Source: an optimization exercise on an open RTL-to-GDS flow (aim: small area and a short achievable clock period). Production flows keep margins and buffers that such runs may drop. No run shown here included a check of the RTL's function; only the layout flow was run. No activity file was given, so power comes from the tool's default toggle rates.

==> flow/design.v (outline; a module is shown in full before it is edited, if it fits) <==
// module perceptron_ctrl: 33 lines
// module perceptron_dp: 1088 lines
// module perceptron_top: 44 lines
module perceptron_top #(
    parameter WIDTH = 16
  ) (
    input clk,
    input reset,
    input      val_i,
    output     rdy_o,
    output reg val_o,
    input      rdy_i,
    input  [1:0] W1W0b_en_i,
    input        b_i,
    input        W0_i,
    input        W1_i,
    input signed [WIDTH-1:0] X0_i,
    input signed [WIDTH-1:0] X1_i,
    output reg Y_o
);
  // ...
==> flow/run.sh <==
#!/bin/bash
# synth_recipe.tcl (not shown) runs the flow's synth.tcl, then flattens the netlist and writes it again
# the make line also repeats each setting of config.mk as NAME=value (left out here)
make -C /OpenROAD-flow-scripts/flow DESIGN_CONFIG=/design/flow/config.mk WORK_HOME=/design/flow/orfs CLKGATE_MAP_FILE= SYNTH_SCRIPT=/design/flow/synth_recipe.tcl finish
==> flow/config.mk <==
export PLATFORM = sky130hd
export DESIGN_NAME = perceptron_top
export DESIGN_NICKNAME = perceptron_top
export VERILOG_FILES = /design/flow/design.v
export SDC_FILE = /design/flow/constraint.sdc
export NUM_CORES = 4
export LEC_CHECK = 0
export CAP_MARGIN = 20
export CORE_MARGIN = 2
export CORE_UTILIZATION = 40
export SLEW_MARGIN = 20
==> flow/constraint.sdc <==
create_clock -name core_clock -period 9.0 [get_ports {clk}]
set_input_delay 1.8000 -clock core_clock [delete_from_list [all_inputs] [get_ports {clk}]]
set_output_delay 1.8000 -clock core_clock [all_outputs]
set_load 0.01 [all_outputs]
==> impl_metrics.py, run 1 <==
metrics = {
    "synth": {
        "synthArstFlopShare_pct": 0,
        "synth-simple-area-share_pct": 18.47,
        "synth_seq_area_share_pct": 9.129,
        "synth_common_cells": "nand2_1 (504), o21ai_0 (373), a21oi_1 (362), nor2_1 (360), inv_1 (262)",
        "synth_compound_area_share_pct": 27.36,
    },
    "hold_path": {
        "holdPathEnd": "dp.b[1]$_SDFFE_PP0N_",
        "hp-start": "dp.b[0]$_SDFFE_PP0N_",
    },
    "setup_path": {
        "slowest_stage": "edfxtp_1",
        "cp.buffers_inverters": 4,
        "rr_endpoint": "dp.Y_o$_DFFE_PP_",
    },
    "clock_network": {
        "root_buffer": "clkbuf_16",
        "cts-resized-gates": 0,
        "cts_max_level": 3,
        "path_clk_slew_ns": 0.08,
        "post_cts.repair.setup_buffers": 0,
        "cts_sinks": 83,
    },
    "drt": {
        "final_antenna_net_count": 0,
        "vias": 21410,
    },
    "sta": {
        "hold_viol_final": 0,
        "slew_headroom_pct": 27.59,
        "rsz0062_at_grt": "no",
        "fmax_ghz": 0.1433,
        "period_minus_slack_ns": 6.979,
        "holdWs_ns": 0.4756,
    },
    "grt": {
        "grt.busiest_layer": "met1",
        "grt_max_degree": 100,
    },
    "job": {
        "cap_viol_max_count": 0,
    },
    "layout": {
        "num_antenna_cells": 0,
        "final_cells": 3707,
        "syn_to_final_growth_pct": 2.747,
        "nClkBuffers": 9,
        "nonClkBufAreaFrac_pct": 4.130,
        "final_cell_mix": "nand2_1 (504), o21ai_0 (373), a21oi_1 (362)",
        "multiInputGateArea_um2": 17260,
    },
    "die": {
        "start_util_pct": 40.46,
        "die_h_um": 237.6,
        "die_w_um": 237.6,
    },
    "status": {
        "outcome": "timing/DRC/antenna clean",
    },
    "pwr": {
        "p_clk_mw": 0.430,
    },
}
==> run 2, diff against run 1 <==
--- a/flow/config.mk
+++ b/flow/config.mk
@@ -10,2 +10,3 @@
 export CORE_UTILIZATION = 40
+export SETUP_SLACK_MARGIN = 4.0
 export SLEW_MARGIN = 20
==> run 2 against run 1 <==
Maximum frequency increased by 28%. Worst setup slack improved by 1.5 ns. Die area unchanged. Final cell count increased by 2.0%. Critical path depth decreased by 2. Global-route usage increased by 2.1 points. Cell area increased by 6.8%. Highest routed layer unchanged. Power increased by 3.3%. Flip-flop and latch count unchanged. Via count increased by 4.0%. Synthesized cell count unchanged. Count of clock-buffer cells in the layout unchanged.
==> impl_metrics.py, run 2 <==
metrics = {
    "grt": {
        "antenna_found_initial": 0,
        "track_usage_pct": 26.09,
        "grt_pass1_wl_um": 115900,
        "grt_max_degree": 90,
        "grt_pass1_vias": 20210,
        "gr-total-overflow": 0,
    },
    "setup_path": {
        "path_class": "reg -> reg",
        "cp-end-kind": "flip-flop",
        "required_ns": 9.17,
        "cp.arrival_ns": 5.61,
        "cp-start-kind": "flip-flop",
        "crit_fanout": 11,
    },
    "synth": {
        "yosys.area.top_type": "fa_1",
        "synthCells": 3283,
        "synth-edff-count": 33,
        "synth_seq_cells": 83,
        "syn-num-nets": 3596,
        "synth_top_family_by_area": "adder cells",
        "synthDominantCellAreaShare_pct": 21.93,
        "synthArstFlopShare_pct": 0,
        "synth.area.mux_share_pct": 0.04588,
        "synthAdderAreaFrac_pct": 30.79,
        "synthesis.area_um2": 21820,
        "synth_common_cells": "nand2_1 (504), o21ai_0 (373), a21oi_1 (362), nor2_1 (360), inv_1 (262)",
        "netlist-cell-type-count": 58,
        "synth-simple-area-share_pct": 18.47,
        "synth_flop_cell": "dfxtp_1",
        "yosysMostFrequentCell": "nand2_1",
        "synth-xor-area-share_pct": 2.409,
        "ys_top_cells_by_area": "fa_1 (22%), nand2_1 (8.7%), o21ai_0 (8.6%)",
        "yosysWarnings": 2,
        "synth_seq_area_share_pct": 9.129,
        "synth_compound_area_share_pct": 27.36,
        "synth.avg_cell_area_um2": 6.646,
    },
    "sta": {
        "fin_tns_setup_ns": 0,
        "fmax_ghz": 0.1837,
        "tightest_slew_ns": 0.7808,
        "slew_viol_final": 0,
        "clock_skew_ns": 0.01629,
        "setup_violations": 0,
        "period_minus_slack_ns": 5.444,
        "hold_viol_final": 0,
        "slew_headroom_pct": 47.95,
        "finalCritPeriodShare_pct": 60.49,
        "rsz0062_at_grt": "yes",
    },
    "status": {
        "outcome": "timing/DRC/antenna clean",
    },
    "drt": {
        "wl_met3_um": 5747,
        "highest_layer": "met4",
        "route.detailed.drc": 0,
        "routedWlPerCell_um": 19.39,
        "vias": 22270,
        "dr.pass1.iters": 8,
        "viasPerCell": 5.891,
        "drt_iter0_markers": 2641,
        "final_antenna_net_count": 0,
        "totalWireLength_um": 73290,
        "drt-met1-wl_um": 32510,
        "route.met2.wl_um": 32970,
    },
    "layout": {
        "final_common_cell": "nand2_1",
        "drive_gt1_share_pct": 8.009,
        "final_cell_mix": "nand2_1 (504), nor2_1 (359), a21oi_1 (358)",
        "final-seq-area_um2": 2069,
        "fillers": 5290,
        "syn_to_final_growth_pct": 9.743,
        "num_antenna_cells": 0,
        "fin_area_um2": 23940,
        "multiInputGateArea_um2": 17430,
        "nNetsFinal": 3392,
    },
    "clock_network": {
        "ctsHoldBuffers": 0,
        "cts_sinks": 83,
        "clk_latency_ns": 0.41,
        "path_clk_slew_ns": 0.09,
        "root_buffer": "clkbuf_16",
        "cts_tree": "done",
        "cts_max_level": 3,
        "numCtsBuffers": 9,
        "cts_buffer_depth": 2,
    },
    "hold_path": {
        "hp-class": "reg -> reg",
    },
    "placed_design": {
        "hpwlAfterDp_um": 47490,
        "routabilityCongestion": 0.8389,
        "io_buffers": 43,
        "placed_cell_area_um2": 22190,
    },
    "pwr": {
        "power_frac_clock_pct": 39.0,
        "ir_worst_vdd_mv": 0.1022,
        "p_per_area_nw_per_um2": 47.20,
        "switching_share_pct": 36.22,
        "pwr-share-seq_pct": 35.5,
        "combPwrFrac_pct": 25.5,
        "leakage_nw": 8.665,
        "power.switching_mw": 0.4093,
        "internal-power_mw": 0.7209,
    },
    "die": {
        "core.rowCount": 85,
        "ios": 44,
        "core_um2": 53920,
        "die_w_um": 237.6,
        "die_area_um2": 56430,
        "die_h_um": 237.6,
        "start_util_pct": 40.46,
    },
    "job": {
        "cap_viol_max_count": 0,
    },
}
## run 2: cell type report
| cell class | instances | share of cell area, % |
|---|---|---|
| flip-flops and latches | 83 | 8.643 |
| clock buffers | 9 | 0.9406 |
| multi-input cells | 2533 | 72.80 |
| inverters | 272 | 4.483 |
| clock inverters | 7 | 0.3344 |
| well taps | 696 | 3.637 |
| repair buffers | 180 | 9.165 |
## run 2: power groups by stage
stage	clock (mW)	sequential [mW]	combinational, mW
6_report	0.440	0.401	0.288
5_1_grt	0.462	0.402	0.318
4_1_cts	0.453	0.401	0.284
3_5_place_dp	0	0.418	0.259
3_3_place_gp	0	0.419	0.249
2_1_floorplan	0	0.415	0.175
## run 2: cell families (layout without fill, tap and decap cells)
family | Yosys count | after routing
muxes | 1 | 1
DFF | 83 | 83
and+or+nand+nor | 1003 | 1003
adders and majority gates | 424 | 424
xor gates and xnor gates | 60 | 60
AOI/OAI and AO/OA | 1045 | 1045
buffers and inverters | 667 | 468
## run 2: through the flow
stage | cells | hold WS (ns) | util, % | worst slack [ns] | total power, mW
4_1_cts | 3770 | 0.4779 | 44.03 | 3.578 | 1.138
6_report | 3780 | 0.4783 | 44.41 | 3.556 | 1.130
2_1_floorplan | 3283 | 0.4400 | - | 3.934 | 0.5895
5_1_grt | 3780 | 0.4977 | 44.41 | 3.370 | 1.183
3_5_place_dp | 3692 | 0.4665 | 41.15 | 2.642 | 0.6776
3_3_place_gp | 3690 | 0.4561 | 41.10 | 1.974 | 0.6683
## run 2: timing repair
action	4_1_cts	5_1_grt
endpoints found under the setup margin	2	2
gates resized for setup	137	35
cloned	9	0
setup buffers	53	10
pin swaps	11	6
## run 2: final timing paths
path | depth (start not counted) | slack [ns] | start | to
worst min register to register | 2 | 0.48 | dp.b[5]$_SDFFE_PP0N_ | dp.b[6]$_SDFFE_PP0N_
worst min-delay path | 2 | 0.48 | dp.b[5]$_SDFFE_PP0N_ | dp.b[6]$_SDFFE_PP0N_
worst max register to register | 17 | 3.56 | dp.w1[13]$_SDFFE_PP0N_ | dp.Y_o$_DFFE_PP_
worst max-delay path | 17 | 3.56 | dp.w1[13]$_SDFFE_PP0N_ | dp.Y_o$_DFFE_PP_
## run 2: critical path, stage by stage (launching register included)
cell and delay (ns):
dfxtp_2 0.38, clkinvlp_4 0.37, fa_1 0.54, fa_1 0.50, fa_1 0.52, fa_1 0.18, inv_1 0.05, fa_1 0.35
inv_1 0.08, fa_1 0.45, fa_2 0.39, fa_1 0.53, a2bb2oi_2 0.14, nor2_1 0.06, o21ba_2 0.23, a2111oi_4 0.18
buf_4 0.19, o21ai_1 0.06
## run 2: routing by layer
layer,vias up,GRT usage (%)
li1,10590,-
met2,895,40.70
met4,0,8.043
met3,99,3.914
met5,-,0
met1,10680,37.19
==> run 3, diff against run 2 <==
--- a/flow/config.mk
+++ b/flow/config.mk
@@ -7,2 +7,3 @@
 export LEC_CHECK = 0
+export ABC_CLOCK_PERIOD_IN_PS = 4000
 export CAP_MARGIN = 20
@@ -10,3 +11,3 @@
 export CORE_UTILIZATION = 40
-export SETUP_SLACK_MARGIN = 4.0
+export SETUP_SLACK_MARGIN = 5.0
 export SLEW_MARGIN = 20
==> run 3 against run 2 <==
Still clean. Critical path depth is the same. Sequential power about the same. Cell area is 3.6% higher. Maximum frequency fell by 0.84%. Die area is the same. Power shrank 1.8%. Critical endpoint unchanged. Largest cell class unchanged. Largest power group is now registers.
==> impl_metrics.py, run 3 <==
metrics = {
    "setup_path": {
        "ff2ff_path_depth": 17,
        "rr_endpoint": "dp.Y_o$_DFFE_PP_",
        "crit_end": "dp.Y_o$_DFFE_PP_",
        "path_common_cell": "fa_1",
        "cp_cell_sequence": "clkinvlp_4 -> fa_1 -> fa_1 -> fa_1 -> fa_1 -> inv_1 -> fa_1 -> inv_1 -> fa_1 -> fa_2 -> fa_1 -> a2bb2oi_2 -> nor2_2 -> o21ba_4 -> a2111oi_4 -> buf_4 -> o21ai_1",
        "crit_start": "dp.w1[13]$_SDFFE_PP0N_",
        "cp-end-kind": "flip-flop",
        "cp-start-kind": "flip-flop",
        "cp.arrival_ns": 5.65,
        "path_class": "reg -> reg",
        "reg2reg_slack_ns": 3.51,
        "slowest_stage": "fa_1",
        "required_ns": 9.16,
        "worst_path_largest_cell_delay_ns": 0.53,
        "crit_fanout": 6,
        "r2r_start": "dp.w1[13]$_SDFFE_PP0N_",
    },
    "grt": {
        "track_usage_pct": 25.68,
        "grt_pass1_wl_um": 114200,
        "gr-total-overflow": 0,
        "grt_max_degree": 90,
        "antenna_found_initial": 0,
        "grt_pass1_vias": 19560,
    },
    "pwr": {
        "internal-power_mw": 0.7085,
        "power.switching_mw": 0.4016,
        "leakage_nw": 8.986,
        "pwr-share-seq_pct": 36.3,
        "p_per_area_nw_per_um2": 44.73,
        "power_frac_clock_pct": 35.1,
        "combPwrFrac_pct": 28.7,
        "switching_share_pct": 36.18,
        "ir_worst_vdd_mv": 0.1047,
    },
    "layout": {
        "utilization_pct": 46.02,
        "final_common_cell": "nand2_1",
        "multiInputGateArea_um2": 17540,
        "nNetsFinal": 3422,
        "final_cell_mix": "nand2_1 (504), nor2_1 (356), a21oi_1 (355)",
        "num_antenna_cells": 0,
        "final-seq-area_um2": 2079,
        "fillers": 5222,
        "drive_gt1_share_pct": 9.891,
        "syn_to_final_growth_pct": 13.73,
    },
    "sta": {
        "clock_skew_ns": 0.01676,
        "fin_tns_setup_ns": 0,
        "slew_headroom_pct": 43.53,
        "period_minus_slack_ns": 5.490,
        "tightest_slew_ns": 0.8471,
        "holdWs_ns": 0.4724,
        "rsz0062_at_grt": "yes",
        "setup_violations": 0,
        "finalCritPeriodShare_pct": 61.00,
        "timing.final.ws_setup_ns": 3.510,
        "fmax_ghz": 0.1821,
        "hold_viol_final": 0,
        "slew_viol_final": 0,
    },
    "drt": {
        "final_antenna_net_count": 0,
        "dr.pass1.iters": 6,
        "totalWireLength_um": 77920,
        "routedWlPerCell_um": 20.45,
        "drt_iter0_markers": 2703,
        "vias": 22530,
        "viasPerCell": 5.914,
        "route.detailed.drc": 0,
    },
    "die": {
        "start_util_pct": 40.46,
        "die_area_um2": 56430,
        "core.rowCount": 85,
        "die_w_um": 237.6,
        "die_h_um": 237.6,
        "ios": 44,
        "core_um2": 53920,
    },
    "synth": {
        "synth-edff-count": 33,
        "synthAdderAreaFrac_pct": 30.79,
        "synth_compound_area_share_pct": 27.36,
        "synth.avg_cell_area_um2": 6.646,
        "synth_seq_area_share_pct": 9.129,
        "yosys.area.top_type": "fa_1",
        "netlist-cell-type-count": 58,
        "synthArstFlopShare_pct": 0,
        "synthCells": 3283,
        "synth-simple-area-share_pct": 18.47,
        "yosysWarnings": 2,
        "synth_common_cells": "nand2_1 (504), o21ai_0 (373), a21oi_1 (362), nor2_1 (360), inv_1 (262)",
        "syn-num-nets": 3596,
        "synth_flop_cell": "dfxtp_1",
        "yosysMostFrequentCell": "nand2_1",
        "synth_seq_cells": 83,
        "synth_top_family_by_area": "adder cells",
        "synth-xor-area-share_pct": 2.409,
        "synthesis.area_um2": 21820,
        "ys_top_cells_by_area": "fa_1 (22%), nand2_1 (8.7%), o21ai_0 (8.6%)",
        "synthDominantCellAreaShare_pct": 21.93,
        "synth.area.mux_share_pct": 0.04588,
    },
    "job": {
        "cap_viol_max_count": 0,
    },
    "placed_design": {
        "routabilityCongestion": 0.8784,
        "io_buffers": 43,
        "hpwlAfterDp_um": 47640,
        "dpl_worst_slack_ns": 2.679,
    },
    "clock_network": {
        "root_buffer": "clkbuf_16",
        "path_clk_slew_ns": 0.08,
        "clk_latency_ns": 0.40,
        "cts_tree": "done",
        "cts_buffer_depth": 2,
        "cts_max_level": 3,
        "numCtsBuffers": 9,
        "cts_sinks": 83,
    },
    "status": {
        "outcome": "timing/DRC/antenna clean",
    },
    "hold_path": {
        "hp-class": "reg -> reg",
    },
}
[run 3: critical path: cells and delay by family, from the launching register on]
| kind | cells | cell delay [ns] |
|---|---|---|
| AO/OA/AOI/OAI | 4 | 0.64 |
| adder cells (fa/ha/maj) | 8 | 3.38 |
| buffers and inverters | 4 | 0.66 |
| flip-flops | 1 | 0.49 |
| AND/OR/NAND/NOR | 1 | 0.06 |
[run 3: worst min path at each step]
| stage | start | to | cells past startpoint |
|---|---|---|---|
| final | dp.b[8]$_SDFFE_PP0N_ | dp.b[9]$_SDFFE_PP0N_ | 2 |
| after global routing | dp.b[14]$_SDFFE_PP0N_ | dp.b[15]$_SDFFE_PP0N_ | 2 |
| after CTS | dp.b[13]$_SDFFE_PP0N_ | dp.b[13]$_SDFFE_PP0N_ | 2 |
| after detailed placement | dp.w0[12]$_SDFFE_PP0N_ | dp.w0[13]$_SDFFE_PP0N_ | 2 |
| after global placement | dp.w0[10]$_SDFFE_PP0N_ | dp.w0[10]$_SDFFE_PP0N_ | 2 |
| after floorplan | dp.b[15]$_SDFFE_PP0N_ | dp.b[15]$_SDFFE_PP0N_ | 2 |
[run 3: area by class of cell]
class	count	share of cell area [%]
sequential	83	8.380
clock buffer	11	0.9378
multi-input combinational	2533	70.67
tap	696	3.509
timing repair buffer	209	11.99
inverter	272	4.346
clock inverter	5	0.1462
timing repair inverter	1	0.02017
[run 3: logic make-up (layout without fill, tap and decap cells)]
logic type      Yosys count  in the layout
buf+inv                 667            498
simple gates           1003           1003
fa+ha+maj               424            424
mux                       1              1
flops                    83             83
compound gates         1045           1045
xor+xnor                 60             60
[run 3: what timing repair did]
item	CTS	global route
setup endpoints to repair	18	2
gates cloned	8	22
hold endpoints to repair	0	0
hold buffers	0	0
setup buffers	32	39
pin swaps	2	9
resized for setup	146	115
[run 3: stage by stage]
stage	instances	area [um^2]	total power, mW
2_1_floorplan	3283	22490	0.5926
3_3_place_gp	3691	22220	0.6704
3_5_place_dp	3693	22260	0.6790
4_1_cts	3749	23590	1.090
5_1_grt	3810	24820	1.160
6_report	3810	24820	1.110
[run 3: power by group through the flow]
stage | sequential [mW] | clock [mW] | combinational (mW)
finish | 0.403 | 0.389 | 0.318
global route | 0.404 | 0.410 | 0.347
CTS | 0.403 | 0.403 | 0.285
detailed placement | 0.416 | 0 | 0.263
global placement | 0.417 | 0 | 0.253
floorplan | 0.415 | 0 | 0.177
[run 3: metal layers]
layer	vias up	share of wire (%)	track usage, %	wire length (um)
met5	-	0	0	0
li1	10650	-	-	-
met2	1032	43	39.04	33840
met4	0	3.8	7.909	2983
met3	130	7.9	2.265	6118
met1	10720	45	38.44	34970

## static timing again, ports no longer ideal
In the flow no input, the clock included, has a driving cell. The finished layouts below were timed again as built, in two steps.
Step 1 (the two cells are an assumption about what drives the block):
set clk [get_ports {clk}]
set_driving_cell -lib_cell sky130_fd_sc_hd__clkbuf_16 $clk
set_driving_cell -lib_cell sky130_fd_sc_hd__buf_2 [delete_from_list [all_inputs] $clk]
Step 2 times the ports against the registers' clock, not the clock port: input delays grow and output delays shrink by t, the midpoint of the rising clock arrivals with the driver on.
a / b / c = no drivers / after step 1 / after step 2; a / b = the first two.
| run | t, ns | slack for setup (ns) | hold WS [ns] | worst setup path at the end | pins driven straight from the clock port |
|---|---|---|---|---|---|
| run 1 | 0.455 | 2.021 / 2.021 / 2.021 | 0.476 / 0.476 / 0.476 | register to register | 1 |
| run 2 | 0.455 | 3.556 / 3.556 / 3.556 | 0.478 / 0.478 / 0.478 | register to register | 1 |
| run 3 | 0.457 | 3.510 / 3.510 / 3.510 | 0.472 / 0.472 / 0.472 | register to register | 1 |
After both steps setup and hold are still met in every run listed.
